What follows belongs to an exercise in optimizing a design on an open flow for small area and a short achievable clock period; a production flow would make more cautious choices. Power is estimated from default activity; no workload was simulated.

==> flow/design.v <==
module pipe_stage #(parameter W = 1, parameter EN = 1) (
    input clock,
    input [W-1:0] d,
    output [W-1:0] q
);
    generate if (EN) begin : g_reg
        reg [W-1:0] r;
        always @(posedge clock) r <= d;
        assign q = r;
    end else begin : g_wire
        assign q = d;
    end endgenerate
endmodule
module valid_stage #(parameter EN = 1) (
    input clock,
    input reset,
    input d,
    output q
);
    generate if (EN) begin : g_reg
        reg r;
        always @(posedge clock or posedge reset)
            if (reset) r <= 1'b0;
            else       r <= d;
        assign q = r;
    end else begin : g_wire
        assign q = d;
    end endgenerate
endmodule
module ks_carry #(parameter N = 8) (
    input  [N-1:0] g,
    input  [N-1:0] p,
    output [N-1:0] co
);
    localparam L = $clog2(N);
    wire [N-1:0] gl [0:L];
    wire [N-1:0] pl [0:L];
    assign gl[0] = g;
    assign pl[0] = p;
    genvar l, i;
    generate for (l = 0; l < L; l = l + 1) begin : g_lvl
        for (i = 0; i < N; i = i + 1) begin : g_bit
            if (i >= (1 << l)) begin : g_op
                assign gl[l+1][i] = gl[l][i] | (pl[l][i] & gl[l][i-(1<<l)]);
                assign pl[l+1][i] = pl[l][i] & pl[l][i-(1<<l)];
            end else begin : g_pass
                assign gl[l+1][i] = gl[l][i];
                assign pl[l+1][i] = pl[l][i];
            end
        end
    end endgenerate
    assign co = gl[L];
endmodule
module fp_adder_16_bit (
    input clock,
    input reset,
    input in_valid,
    input [15:0] operand_a,
    input [15:0] operand_b,
    input final_operation,
    output reg out_valid,
    output reg [15:0] result,
    output reg overflow_flag,
    output reg underflow_flag,
    output reg zero_flag,
    output reg infinity_flag,
    output reg NaN_flag
);
    localparam S1 = 1;    
    localparam S2 = 1;    
    localparam S3 = 1;    
    localparam S4 = 1;    
    localparam S5 = 1;    
    wire        sa = operand_a[15], sb = operand_b[15];
    wire [4:0]  ea = operand_a[14:10], eb = operand_b[14:10];
    wire [9:0]  fa = operand_a[9:0],  fb = operand_b[9:0];
    wire        ha = |fa, hb = |fb;
    wire ea_max = &ea, eb_max = &eb;
    wire inf_c  = (ea_max & ~ha) | (eb_max & ~hb);
    wire nan_c  = (ea_max & ha) | (eb_max & hb);
    wire [5:0]  ec;
    ks_carry #(.N(6)) kse (.g({ea & ~eb, 1'b1}), .p({~(ea ^ eb), 1'b0}), .co(ec));
    wire [4:0]  ed    = ~(ea ^ eb) ^ ec[4:0];
    wire        e_lt  = ~ec[5];                       
    wire        e_eq  = &(~(ea ^ eb));
    wire [10:0] fc;
    ks_carry #(.N(11)) ksf (.g({fa & ~fb, 1'b1}), .p({~(fa ^ fb), 1'b0}), .co(fc));
    wire        f_lt  = ~fc[10];                      
    wire [5:0]  ediff = {e_lt, ed};
    wire [4:0]  bexp  = e_lt ? eb : ea;
    wire        flush = e_lt | (ediff[4:0] > 5'd11);
    wire [3:0]  sh    = ediff[3:0];
    wire [9:0]  fa_1, fb_1;
    wire        ha_1, hb_1, sa_1, sb_1, e_lt_1, e_eq_1, f_lt_1;
    wire [4:0]  bexp_1;
    wire [3:0]  sh_1;
    wire        flush_1, fop_1, inf_1, nan_1, v_1;
    pipe_stage #(.W(40), .EN(S1)) r1 (clock,
        {fa, fb, ha, hb, sa, sb, e_lt, e_eq, f_lt, bexp, sh, flush, final_operation, inf_c, nan_c},
        {fa_1, fb_1, ha_1, hb_1, sa_1, sb_1, e_lt_1, e_eq_1, f_lt_1, bexp_1, sh_1, flush_1, fop_1, inf_1, nan_1});
    valid_stage #(.EN(S1)) rv1 (clock, reset, in_valid, v_1);
    wire [10:0] ma_1  = {ha_1, fa_1}, mb_1 = {hb_1, fb_1};
    wire        op_1   = fop_1 ^ sa_1 ^ sb_1;
    wire        zero_1 = ~ha_1 & ~hb_1;
    wire        bsel  = e_eq_1 ? f_lt_1 : e_lt_1;
    wire        sign_1 = bsel ? sb_1 : sa_1;
    wire [10:0] big_1 = bsel ? mb_1 : ma_1;
    wire [13:0] lx    = {mb_1, 3'b000};
    wire [13:0] shx   = lx >> sh_1;
    reg  [13:0] smask, zmask;
    integer m;
    always @(*) begin
        for (m = 0; m < 14; m = m + 1) begin
            smask[m] = (m < sh_1 + 2);
            zmask[m] = (m < sh_1 + 3);
        end
    end
    wire        stk   = |(lx & smask);
    wire        fstk  = e_lt_1 ? ha_1 : hb_1;
    wire [13:0] al    = flush_1 ? {13'd0, fstk} :
                        (e_eq_1 & f_lt_1) ? {ma_1, 3'b000} : {shx[13:1], stk};
    wire        z3    = flush_1 ? ~fstk : (e_eq_1 & f_lt_1) ? 1'b1 : ~|(lx & zmask);
    wire        c3    = op_1 & z3;
    wire [13:0] ax    = al ^ {14{op_1}};
    wire        keep  = ~op_1 & ~fop_1;              
    wire [10:0] big_2, axh_2;
    wire [2:0]  al_lo_2;
    wire [4:0]  bexp_2;
    wire        c3_2, op_2, keep_2, sign_2, zero_2, inf_2, nan_2, v_2;
    pipe_stage #(.W(37), .EN(S2)) r2 (clock,
        {big_1, ax[13:3], al[2:0], c3, op_1, keep, bexp_1, sign_1, zero_1, inf_1, nan_1},
        {big_2, axh_2, al_lo_2, c3_2, op_2, keep_2, bexp_2, sign_2, zero_2, inf_2, nan_2});
    valid_stage #(.EN(S2)) rv2 (clock, reset, v_1, v_2);
    wire [11:0] g0 = {big_2 & axh_2, c3_2};
    wire [11:0] p0 = {big_2 ^ axh_2, 1'b0};
    wire [11:0] g1, p1, g2, p2, g3, p3, g4;
    genvar j;
    generate for (j = 0; j < 12; j = j + 1) begin : g_ks
        if (j >= 1) begin : l1
            assign g1[j] = g0[j] | (p0[j] & g0[j-1]);
            assign p1[j] = p0[j] & p0[j-1];
        end else begin : n1
            assign g1[j] = g0[j];
            assign p1[j] = p0[j];
        end
        if (j >= 2) begin : l2
            assign g2[j] = g1[j] | (p1[j] & g1[j-2]);
            assign p2[j] = p1[j] & p1[j-2];
        end else begin : n2
            assign g2[j] = g1[j];
            assign p2[j] = p1[j];
        end
        if (j >= 4) begin : l3
            assign g3[j] = g2[j] | (p2[j] & g2[j-4]);
            assign p3[j] = p2[j] & p2[j-4];
        end else begin : n3
            assign g3[j] = g2[j];
            assign p3[j] = p2[j];
        end
        if (j >= 8) begin : l4
            assign g4[j] = g3[j] | (p3[j] & g3[j-8]);
        end else begin : n4
            assign g4[j] = g3[j];
        end
    end endgenerate
    wire [11:0] hi   = {g4[11], p0[11:1] ^ g4[10:0]};
    wire [2:0]  r_lo = op_2 ? (3'd0 - al_lo_2) : al_lo_2;
    wire        as_  = hi[11] & keep_2;
    wire [13:0] R    = {hi[10:0], r_lo};
    wire [13:0] R_3;
    wire [4:0]  bexp_3;
    wire        as_3, sign_3, zero_3, inf_3, nan_3, v_3;
    pipe_stage #(.W(24), .EN(S3)) r3 (clock,
        {R, as_, bexp_2, sign_2, zero_2, inf_2, nan_2},
        {R_3, as_3, bexp_3, sign_3, zero_3, inf_3, nan_3});
    valid_stage #(.EN(S3)) rv3 (clock, reset, v_2, v_3);
    wire [14:0] T = {as_3, R_3};
    reg  [3:0]  s;
    integer i;
    always @(*) begin
        s = 4'd1;
        for (i = 0; i < 14; i = i + 1)
            if (R_3[i]) s = 4'd14 - i;
        if (as_3) s = 4'd0;
    end
    wire [14:0] tsh = T << {s[3:2], 2'b00};          
    wire [13:0] tsh_4;
    wire [3:0]  s_4;
    wire [4:0]  bexp_4;
    wire        sign_4, zero_4, inf_4, nan_4, v_4;
    pipe_stage #(.W(27), .EN(S4)) r4 (clock,
        {tsh[13:0], s, bexp_3, sign_3, zero_3, inf_3, nan_3},
        {tsh_4, s_4, bexp_4, sign_4, zero_4, inf_4, nan_4});
    valid_stage #(.EN(S4)) rv4 (clock, reset, v_3, v_4);
    wire [13:0] fsh = tsh_4 << s_4[1:0];
    wire [12:0] nm_4 = fsh[13:1];
    wire [4:0]  ne  = bexp_4 + 5'd1 - {1'b0, s_4};
    wire [9:0]  M   = nm_4[12:3];
    wire        inc = nm_4[2] & (nm_4[1] | nm_4[0] | nm_4[3]);
    wire [9:0]  pre;
    genvar k;
    generate for (k = 0; k < 10; k = k + 1) begin : g_pre
        if (k == 0) begin : g0
            assign pre[k] = 1'b1;
        end else begin : gk
            assign pre[k] = &M[k-1:0];
        end
    end endgenerate
    wire [9:0]  mr  = M ^ (pre & {10{inc}});
    wire        m_all1 = &M;
    wire        m_zero = ~|M;
    wire        m_1ff  = (M == 10'h1ff);
    wire        m_200  = (M == 10'h200);
    wire        wr  = inc ? m_1ff : m_200;           
    wire        mrz = inc ? m_all1 : m_zero;         
    wire [9:0]  mr_5;
    wire [4:0]  ne0;
    wire        wr_5, mrz_5, sign_5, zero_5, inf_5, nan_5, v_5;
    pipe_stage #(.W(21), .EN(S5)) r5 (clock,
        {mr, wr, mrz, ne, sign_4, zero_4, inf_4, nan_4},
        {mr_5, wr_5, mrz_5, ne0, sign_5, zero_5, inf_5, nan_5});
    valid_stage #(.EN(S5)) rv5 (clock, reset, v_4, v_5);
    wire [4:0]  ne1 = ne0 + 5'd1;
    wire        ovf = wr_5 ? (ne0 == 5'd30) : (ne0 == 5'd31);
    wire        unf = (ne0 == 5'd0) & mrz_5;
    wire [4:0]  ex  = wr_5 ? ne1 : ne0;
    wire [9:0]  mo  = ovf ? 10'd0 : wr_5 ? 10'd1 : mr_5;
    wire [4:0]  xo  = (inf_5 | nan_5) ? 5'h1f : ex;
    wire [9:0]  fo  = inf_5 ? 10'd0 : nan_5 ? 10'h3ff : mo;
    always @(posedge clock) begin
        result         <= {sign_5, xo, fo};
        overflow_flag  <= ovf;
        underflow_flag <= unf;
        zero_flag      <= zero_5;
        infinity_flag  <= inf_5;
        NaN_flag       <= nan_5;
    end
    always @(posedge clock or posedge reset)
        if (reset) out_valid <= 1'b0;
        else       out_valid <= v_5;
endmodule
Settings: LEC_CHECK=0, CAP_MARGIN=20, CORE_MARGIN=2, CORE_UTILIZATION=40, CTS_BUF_LIST=sky130_fd_sc_hd__clkbuf_8, CTS_CLUSTER_SIZE=40, SETUP_SLACK_MARGIN=1.5, SLEW_MARGIN=20; clock period 3.5 ns.
run.sh (not shown) runs the stock make flow with config.mk's settings and CLKGATE_MAP_FILE= SYNTH_SCRIPT=/design/flow/synth_recipe.tcl, a recipe that flattens the netlist after the stock synthesis.
==> next run, changes <==
--- a/flow/design.v
+++ b/flow/design.v
@@ -180,22 +180,22 @@
     always @(*) begin
         s = 4'd1;
         for (i = 0; i < 14; i = i + 1)
             if (R_3[i]) s = 4'd14 - i;
         if (as_3) s = 4'd0;
     end
-    wire [14:0] tsh = T << {s[3:2], 2'b00};          
+    wire [14:0] tsh = T << {s[3:1], 1'b0};           
     wire [13:0] tsh_4;
     wire [3:0]  s_4;
     wire [4:0]  bexp_4;
     wire        sign_4, zero_4, inf_4, nan_4, v_4;
     pipe_stage #(.W(27), .EN(S4)) r4 (clock,
         {tsh[13:0], s, bexp_3, sign_3, zero_3, inf_3, nan_3},
         {tsh_4, s_4, bexp_4, sign_4, zero_4, inf_4, nan_4});
     valid_stage #(.EN(S4)) rv4 (clock, reset, v_3, v_4);
-    wire [13:0] fsh = tsh_4 << s_4[1:0];
+    wire [13:0] fsh = tsh_4 << s_4[0];
     wire [12:0] nm_4 = fsh[13:1];
     wire [4:0]  ne  = bexp_4 + 5'd1 - {1'b0, s_4};
     wire [9:0]  M   = nm_4[12:3];
     wire        inc = nm_4[2] & (nm_4[1] | nm_4[0] | nm_4[3]);
     wire [9:0]  pre;
     genvar k;
Effect: Power barely changes; wire length is higher by 3.4%; via count is higher by 3.3%; die area barely changes; design area is higher by 0.51%; area after synthesis barely changes.
No run of this note included a check of the RTL's function; only the layout flow was run.

[separate check: timing with driven ports]
The results above use ideal ports. As a check the final layouts listed here were re-extracted and re-timed, cells and wires unchanged. Step 1, drivers: a clkbuf_16 drives clock and a buf_2 each remaining input, both assumed. Step 2, shift: input delay + t, output delay - t, t = (earliest + latest rising clock arrival at the registers) / 2. This alone moves slack from input paths to output paths. Three values: ideal, step 1, step 2; two values: the first two.
| run | t, ns | setup WS [ns] | worst setup path after step 2 | clock arrival spread, ns |
|---|---|---|---|---|
| the first run | 0.468 | 1.471 / 1.491 / 1.023 | input to register | 0.013 / 0.013 |
| the second run | 0.491 | 1.504 / 1.504 / 1.067 | input to register | 0.017 / 0.017 |
After both steps every run listed still meets setup and hold. The setup slack of the first run, which loses most, moves by +0.020 ns with the drivers and by -0.448 ns with both steps.
